From an optimization exercise on the open Yosys and OpenROAD flow, aimed at small area, a short achievable clock period and few clock cycles per item; shortcuts taken in it are not production practice. In this exercise RTL edits were held to simulation tests only and were not proved equivalent to the original.

## flow/design.v (module list and top-level ports; edited modules follow where they fit)
// module conv_top: 1979 lines
// module conv_fa: 4 lines
// module conv_ha: 4 lines
// module conv_xor2: 3 lines
module conv_top(
    input           clk,
    input           rst_n,
    input           start,
    input   [127:0] feature,
    input   [71:0]  weight,
    output          ready,
    output          done,
    output  [7:0]   c11_sa,
    output  [7:0]   c12_sa,
    output  [7:0]   c21_sa,
    output  [7:0]   c22_sa,
    output  [7:0]   c11_custom,
    output  [7:0]   c12_custom,
    output  [7:0]   c21_custom,
    output  [7:0]   c22_custom,
    output  [7:0]   c11_serial,
    output  [7:0]   c12_serial,
    output  [7:0]   c21_serial,
    output  [7:0]   c22_serial
);
  // ...
==> flow/run.sh <==
#!/bin/bash
# synth_recipe.tcl (not shown) runs the flow's synth.tcl, then flattens the netlist and writes it again
# the make line also repeats each setting of config.mk as NAME=value (left out here)
make -C /OpenROAD-flow-scripts/flow DESIGN_CONFIG=/design/flow/config.mk WORK_HOME=/design/flow/orfs CLKGATE_MAP_FILE= SYNTH_SCRIPT=/design/flow/synth_recipe.tcl finish
==> flow/config.mk <==
export PLATFORM = sky130hd
export DESIGN_NAME = conv_top
export DESIGN_NICKNAME = conv_top
export VERILOG_FILES = /design/flow/design.v
export SDC_FILE = /design/flow/constraint.sdc
export NUM_CORES = 4
export LEC_CHECK = 0
export CAP_MARGIN = 20
export CORE_MARGIN = 2
export CORE_UTILIZATION = 40
export SLEW_MARGIN = 20
export SYNTH_HIERARCHICAL = 1
export SYNTH_MINIMUM_KEEP_SIZE = 0
==> flow/constraint.sdc <==
create_clock -name core_clock -period 10.0 [get_ports {clk}]
set_input_delay 2.0000 -clock core_clock [delete_from_list [all_inputs] [get_ports {clk}]]
set_output_delay 2.0000 -clock core_clock [all_outputs]
set_load 0.01 [all_outputs]
==> flow_metrics.env, run 1 <==
export IMPL_status="timing/DRC/antenna clean"
export IMPL_wl_per_cell_um=27.09
export IMPL_synth_compound_area_share_pct=0.3688
export IMPL_end_kind="primary output"
export IMPL_ys_seq_elements=17
export IMPL_wl_met2_um=28300
export IMPL_finalWorstSetupSlack_ps=97.77
export IMPL_setup_tns_ps=0
export IMPL_grtUsageTotal_pct=33.14
export IMPL_hold_violations=0
export IMPL_busiest_layer="met2"
export IMPL_antenna_found_initial=0
export IMPL_setup_viol=0
export IMPL_die_area_um2=39740
export IMPL_slew_limit_headroom_pct=63.87
export IMPL_critical_path_top_delay_family="adder cells"
export IMPL_grt_max_degree=30
export IMPL_dp_slack_ps=-19.60
export IMPL_critPathRequiredTime_ps=8000
export IMPL_dp_hpwl_um=52410
export IMPL_hold_class="register to register"
export IMPL_fillCellCount=3543
export IMPL_initial_utilization_pct=40.53
export IMPL_fmax_mhz=101.0
export IMPL_finish_utilization_pct=51.73
export IMPL_antennaDiodeCount=0
export IMPL_final_seq_area_um2=344.1
export IMPL_core_um2=37670
export IMPL_synth_flop_cell="dfxtp_1"
export IMPL_path_cells="clkdlybuf4s50_1 -> mux2_4 -> nand2_1 -> fa_1 -> fa_1 -> fa_1 -> fa_1 -> fa_1 -> fa_1 -> fa_1 -> ha_1 -> nor2_1 -> a211oi_2 -> xnor2_1 -> buf_4 -> clkdlybuf4s50_1"
export IMPL_met2_usage_pct=52.52
export IMPL_slew_viol_final=0
export IMPL_synth_xor_area_share_pct=14.92
export IMPL_clk_pin_slew_ps=50
export IMPL_syn_inst=1606
export IMPL_ant_nets=0
export IMPL_clock_area_share_pct=0.4045
Testbench counts, summed over its fixed seeds: cycles 512, items 256.
==> inputs of run 2 (changes only) <==
--- a/flow/design.v
+++ b/flow/design.v
@@ -1985,6 +1985,9 @@
     assign s  = a ^ b;
     assign co = a & b;
 endmodule
+module conv_pp3(input s1, input a, input s2, input b, input s3, input c, output y);
+    assign y = ~((s1 & a) | (s2 & b) | (s3 & c));
+endmodule
 module conv_xor2(input a, input b, output y);
     assign y = a ^ b;
 endmodule
==> flow/flow/run.sh (new file) <==
#!/bin/bash
# Own flow: the standard layout (standard.sh) unchanged, except that the
# port buffers are plain buffers (buf_2) rather than the cell buffer_ports
# picks by default (clkdlybuf4s50_1, a slow delay cell).
set -euo pipefail
bash standard.sh synth > synth.log 2>&1
bash standard.sh BUFFER_PORTS_ARGS="-buffer_cell sky130_fd_sc_hd__buf_2" finish > layout.log 2>&1
==> flow/standard.sh (new file) <==
#!/bin/bash
# synth_recipe.tcl (not shown) runs the flow's synth.tcl, then flattens the netlist and writes it again
# the make line also repeats each setting of config.mk as NAME=value (left out here)
make -C /OpenROAD-flow-scripts/flow DESIGN_CONFIG=/design/flow/config.mk WORK_HOME=/design/flow/orfs CLKGATE_MAP_FILE= SYNTH_SCRIPT=/design/flow/synth_recipe.tcl "${@:-finish}"
removed: flow/run.sh
==> run 2 against run 1 <==
Effect of this change:
- first-iteration DRC count is 9.3% higher
- clock skew rose by 1.3 ps
- sequential share of layout area is 0.31 points higher
- count of clock-buffer cells in the layout unchanged
- register-to-register slack lost 320 ps
- routed wire length down 2.4%
- worst setup slack better by 630 ps
- global-route usage is 0.82 points lower
- via count decreased by 1.5%
- critical path depth is the same
==> flow_metrics.env, run 2 <==
export IMPL_synth_area_leader_cell="fa_1"
export IMPL_slew_viol_final=0
export IMPL_worstPathArrival_ps=7270
export IMPL_die_h_um=199.4
export IMPL_layout_nets=2372
export IMPL_holdWs_ps=1608
export IMPL_post_cts_buffers=0
export IMPL_fin_cells=2286
export IMPL_slew_limit_headroom_pct=28.15
export IMPL_drive_gt1_share_pct=23.17
export IMPL_grt_max_degree=72
export IMPL_fmax_mhz=107.8
export IMPL_ys_seq_elements=17
export IMPL_synth_area_per_cell_um2=9.506
export IMPL_routabilityCongestion=0.9713
export IMPL_clock_skew_ps=3.396
export IMPL_dp_hpwl_um=49780
export IMPL_layout_min_cycle_time_ps=9274
export IMPL_routed_wl_um=63080
export IMPL_grtUsageTotal_pct=32.32
export IMPL_critPathRequiredTime_ps=8000
export IMPL_synth_warnings=7
export IMPL_cts_tree="yes"
export IMPL_status="timing/DRC/antenna clean"
export IMPL_grt_pass1_vias=13700
export IMPL_io_buffers=300
export IMPL_synthDominantCellAreaShare_pct=50.36
export IMPL_h_tree_depth=1
export IMPL_reg_largest_list="top_l x8, top_r x8, done_r x1"
export IMPL_clk_latency_ps=260
export IMPL_drc_errors=0
export IMPL_setup_viol=0
export IMPL_routed_via_density=5.628
export IMPL_cts_sinks=17
export IMPL_io_pin_count=301
export IMPL_drv_cap=0
export IMPL_post_cts_resized=0
export IMPL_cts_made_buffers=3
export IMPL_yosysMostFrequentCell="nand2_1"
export IMPL_initial_utilization_pct=40.53
export IMPL_overflow=0
export IMPL_antenna_found_initial=1
export IMPL_crit_fanout=10
export IMPL_drtPass1Iterations=6
export IMPL_stdcell_area_um2=16590
export IMPL_ys_types=29
export IMPL_hold_violations=0
export IMPL_clockBufferDepth=2
export IMPL_fp_dieW_um=199.4
export IMPL_most_common_layout_cells="646 x nand2_1, 384 x fa_1, 300 x buf_2"
export IMPL_drt_iter0_drc=1453
export IMPL_synth_seq_area_share_pct=2.229
export IMPL_hold_buffers=0
export IMPL_clk_pin_slew_ps=50
export IMPL_layout_commonest_cell="nand2_1"
export IMPL_rows=71
export IMPL_core_um2=37670
export IMPL_grt_pass1_wl_um=90160
export IMPL_synthTopCellsByCount="646 x nand2_1, 384 x fa_1, 253 x xor2_1"
export IMPL_fin_crit_sh_pct=92.74
export IMPL_syn_inst=1606
export IMPL_ff2ff_setup_slack_ps=3460
export IMPL_async_reset_ff_share_pct=0
export IMPL_end_kind="primary output"
export IMPL_die_area_um2=39740
export IMPL_fillCellCount=3741
export IMPL_dp_cells=2281
export IMPL_hold_class="register to register"
export IMPL_synth_edf_count=0
export IMPL_ant_nets=0
export IMPL_root_buffer="clkbuf_16"
export IMPL_crit_type="primary input to primary output"
export IMPL_wl_per_cell_um=27.59
export IMPL_syn_nets=2203
export IMPL_rsz0062_at_grt="no"
export IMPL_critPathLaunchType="primary input"
export IMPL_synth_flop_cell="dfxtp_1"
export IMPL_setup_tns_ps=0
export IMPL_worstMarginPinSlew_ps=1078
export IMPL_synth_area_um2=15270
export IMPL_num_vias=12870
export IMPL_area_delta_synth_final_pct=8.663
export IMPL_synth_area_leaders="fa_1 50%, nand2_1 16%, xor2_1 15%"
export IMPL_placed_cell_area_um2=16510
run 2: cell counts after synthesis:
No cell type changed its count.
run 2: final timing paths:
path	start	endpoint	depth (start not counted)
worst max-delay path	feature[80]	c21_serial[7]	16
worst min-delay path	done_r$_DFF_P_	done_r$_DFF_P_	3
worst max register to register	done_r$_DFF_P_	top_l[7]$_DFF_P_	22
worst min register to register	done_r$_DFF_P_	done_r$_DFF_P_	3
run 2: layout make-up:
type	count	area, µm²	area share (%)
Timing Repair Buffer	311	1584	9.549
Sequential cell	17	344.1	2.074
Inverter	22	82.58	0.4978
Antenna cell	1	2.502	0.01509
Tap cell	511	639.4	3.854
Clock buffer	4	78.83	0.4752
Multi-Input combinational cell	1420	13860	83.53
run 2: logic make-up (layout without fill, tap and decap cells):
group                    after synthesis  after routing  synth area share, %
flip-flops                            17             17                2.229
multiplexers                          96             96                7.893
buffers and inverters                169            337                6.999
adder cells (fa/ha/maj)              394            394                51.18
XOR/XNOR                             260            260                14.92
AO/OA/AOI/OAI                         10             10               0.3688
AND/OR/NAND/NOR                      660            660                16.42
other                                  0              1                    0
run 2: metrics by stage:
step	setup slack, ps	utilization [%]
floorplan	1047	-
global placement	803.4	43.82
detailed placement	713.7	43.82
CTS	713.4	44.03
global route	424.5	44.03
finish	725.7	44.04
run 2: modules after synthesis, one instance, submodules excluded:
| module | cell area (µm²) | cells |
|---|---|---|
| conv_top | 5429 | 974 |
| conv_fa | 20.02 | 1 |
| conv_xor2 | 8.758 | 1 |
run 2: critical path, cell delays in order:
cell	delay, ps
buf_2	90
mux2_2	380
buf_4	250
nand2_1	100
fa_1	510
fa_1	440
fa_1	430
fa_1	550
fa_1	440
fa_1	510
fa_1	420
ha_1	360
a211oi_1	270
a21oi_1	110
xnor2_1	230
buf_2	180
run 2: per-layer routing:
metal | vias up | track usage [%] | wire length, µm | share of wire, %
li1 | 5120 | - | - | -
met1 | 6351 | 43.00 | 23610 | 37
met2 | 1174 | 48.38 | 26450 | 42
met3 | 221 | 10.63 | 9735 | 15
met4 | 0 | 13.69 | 3285 | 5.2
met5 | - | 0 | 0 | 0
Testbench counts of run 2, summed over its fixed seeds: cycles 512, items 256.
==> inputs of run 3 (changes only) <==
--- a/flow/config.mk
+++ b/flow/config.mk
@@ -7,7 +7,7 @@
 export LEC_CHECK = 0
 export CAP_MARGIN = 20
 export CORE_MARGIN = 2
-export CORE_UTILIZATION = 40
+export CORE_UTILIZATION = 60
 export SLEW_MARGIN = 20
 export SYNTH_HIERARCHICAL = 1
 export SYNTH_MINIMUM_KEEP_SIZE = 0
==> run 3 against run 2 <==
Effect of this change:
- largest cell class unchanged
- sequential share of layout area hardly changed
- highest routed layer unchanged
- still clean
- final area is 1.5% lower
- critical endpoint is now c22_serial[7]
- hold slack worse by 750 ps
- synthesized cell count stayed put
==> flow_metrics.env, run 3 <==
export IMPL_overflow=0
export IMPL_placed_cell_area_um2=16260
export IMPL_clk_pin_slew_ps=50
export IMPL_post_cts_resized=0
export IMPL_synth_warnings=7
export IMPL_cts_tree="yes"
export IMPL_drive_gt1_share_pct=22.95
export IMPL_die_h_um=163.5
export IMPL_crit_fanout=12
export IMPL_yosysMostFrequentCell="nand2_1"
export IMPL_ant_nets=0
export IMPL_layout_nets=2367
export IMPL_path_cells="buf_2 -> mux2_2 -> nand2_1 -> fa_1 -> fa_1 -> fa_1 -> fa_1 -> fa_1 -> fa_1 -> fa_1 -> ha_1 -> nor2_1 -> a211oi_1 -> xnor2_1 -> buf_2"
export IMPL_ys_types=29
export IMPL_post_cts_buffers=0
export IMPL_area_delta_synth_final_pct=7.032
export IMPL_drv_cap=0
export IMPL_rr_worst_depth=14
export IMPL_drtPass1Iterations=6
export IMPL_stdcell_area_um2=16340
export IMPL_grt_pass1_vias=13640
export IMPL_synth_edf_count=0
export IMPL_status="timing/DRC/antenna clean"
export IMPL_cp_common_cell="fa_1"
export IMPL_synthDominantCellAreaShare_pct=50.36
export IMPL_hold_violations=0
export IMPL_most_common_layout_cells="646 x nand2_1, 384 x fa_1, 300 x buf_2"
export IMPL_cts_sinks=17
export IMPL_layout_min_cycle_time_ps=9298
export IMPL_core_um2=25110
export IMPL_reg_largest_list="top_l x8, top_r x8, done_r x1"
export IMPL_setup_tns_ps=0
export IMPL_synthTopCellsByCount="646 x nand2_1, 384 x fa_1, 253 x xor2_1"
export IMPL_fp_dieW_um=163.5
export IMPL_grtUsageTotal_pct=44.53
export IMPL_async_reset_ff_share_pct=0
export IMPL_rows=58
export IMPL_cts_made_buffers=3
export IMPL_synth_area_um2=15270
export IMPL_initial_utilization_pct=60.80
export IMPL_synth_flop_cell="dfxtp_1"
export IMPL_clock_skew_ps=2.199
export IMPL_startpoint="feature[74]"
export IMPL_finalWorstSetupSlack_ps=702.1
export IMPL_slew_limit_headroom_pct=56.09
export IMPL_synth_area_leader_cell="fa_1"
export IMPL_worstMarginPinSlew_ps=658.7
export IMPL_end_kind="primary output"
export IMPL_crit_slowest_cell="fa_1"
export IMPL_hold_buffers=0
export IMPL_clk_latency_ps=250
export IMPL_io_pin_count=301
export IMPL_critPathLaunchType="primary input"
export IMPL_slew_viol_final=0
export IMPL_syn_nets=2203
export IMPL_rsz0062_at_grt="no"
export IMPL_setup_viol=0
export IMPL_dp_hpwl_um=45050
export IMPL_fmax_mhz=107.6
export IMPL_ys_seq_elements=17
export IMPL_wl_per_cell_um=27.60
export IMPL_routed_via_density=6.127
export IMPL_dp_cells=2095
export IMPL_antenna_found_initial=2
export IMPL_crit_type="primary input to primary output"
export IMPL_synth_area_leaders="fa_1 50%, nand2_1 16%, xor2_1 15%"
export IMPL_die_area_um2=26740
export IMPL_fillCellCount=2197
export IMPL_hold_class="register to register"
export IMPL_drt_iter0_drc=1452
export IMPL_num_vias=12870
export IMPL_root_buffer="clkbuf_16"
export IMPL_clockBufferDepth=2
export IMPL_dp_slack_ps=775.6
export IMPL_synth_area_per_cell_um2=9.506
export IMPL_synth_seq_area_share_pct=2.229
export IMPL_cp_slowest_stage_delay_ps=620
export IMPL_h_tree_depth=1
export IMPL_routabilityCongestion=1.004
export IMPL_grt_max_degree=48
export IMPL_worstPathArrival_ps=7300
export IMPL_layout_commonest_cell="nand2_1"
export IMPL_routed_wl_um=57980
export IMPL_min_path_cells=2
export IMPL_io_buffers=300
export IMPL_critPathRequiredTime_ps=8000
export IMPL_fin_crit_sh_pct=92.98
export IMPL_hold_start="done_r$_DFF_P_"
export IMPL_syn_inst=1606
export IMPL_drc_errors=0
export IMPL_grt_pass1_wl_um=83480
export IMPL_r2r_start="done_r$_DFF_P_"
export IMPL_fin_cells=2101
## run 3: critical path, delay by kind of cell
kind / cells / cell delay [ps]
xor+xnor: 1 / 210
fa+ha+maj: 8 / 3850
mux: 1 / 490
simple gates: 2 / 200
buf+inv: 2 / 280
compound gates: 1 / 260
## run 3: logic make-up (layout without fill, tap and decap cells)
| kind of cell | Yosys count | after routing | synth area share [%] |
|---|---|---|---|
| AND/OR/NAND/NOR | 660 | 660 | 16.42 |
| adder cells (fa/ha/maj) | 394 | 394 | 51.18 |
| XOR/XNOR | 260 | 260 | 14.92 |
| buffers and inverters | 169 | 332 | 6.999 |
| multiplexers | 96 | 96 | 7.893 |
| flip-flops | 17 | 17 | 2.229 |
| AO/OA/AOI/OAI | 10 | 10 | 0.3688 |
| other | 0 | 2 | 0 |
## run 3: final timing paths
path | end | slack (ps)
worst min-delay path | done_r$_DFF_P_ | 850
worst max-delay path | c22_serial[7] | 700
worst min register to register | done_r$_DFF_P_ | 850
worst max register to register | top_r[7]$_DFF_P_ | 3700
## run 3: metrics by stage
step           hold WS [ps]  utilization, %
2_1_floorplan          1013               -
3_3_place_gp          840.8           64.74
3_5_place_dp          836.3           64.74
4_1_cts               863.4           65.05
5_1_grt               903.6           65.07
6_report              854.0           65.07
## run 3: per-module statistics from Yosys (local to each module, per instance)
| module | copies in the design | flip-flops and latches | cells | area, µm² |
|---|---|---|---|---|
| conv_top | 1 | 17 | 974 | 5429 |
| conv_fa | 382 | 0 | 1 | 20.02 |
| conv_xor2 | 250 | 0 | 1 | 8.758 |
## run 3: area by class of cell
type | count | area [µm²] | area share (%)
antenna | 2 | 5.005 | 0.03063
clock buffer | 4 | 78.83 | 0.4824
multi-input combinational | 1420 | 13860 | 84.81
inverter | 22 | 82.58 | 0.5054
tap | 330 | 412.9 | 2.527
sequential | 17 | 344.1 | 2.106
timing repair buffer | 306 | 1559 | 9.541
## run 3: per-layer routing
layer,track usage [%],share of wire [%]
met4,26.16,7.5
met1,55.50,34
met3,13.76,15
met5,0,0
met2,68.83,43

separate check: timing with driven ports:
No port has a modelled driver above. Below, the same layouts with a new extraction and two added sets of constraints.
Step 1 (the two cells are an assumption about what drives the block):
set clk [get_ports {clk}]
set_driving_cell -lib_cell sky130_fd_sc_hd__clkbuf_16 $clk
set_driving_cell -lib_cell sky130_fd_sc_hd__buf_2 [delete_from_list [all_inputs] $clk]
Step 2 moves the port delays by t, midway between the first and last clock arrival at a register: inputs arrive t later, outputs are due t later. That takes back most of the time a late clock gives input paths.
Three values: ideal, step 1, step 2; two values: the first two.
| run | t, ns | setup slack, ns | pins driven straight from the clock port |
|---|---|---|---|
| run 1 | 0.295 | 0.098 / 0.069 / 0.069 | 1 |
| run 2 | 0.293 | 0.726 / 0.701 / 0.701 | 1 |
| run 3 | 0.290 | 0.702 / 0.673 / 0.673 | 1 |
After both steps setup and hold are still met in every run listed.
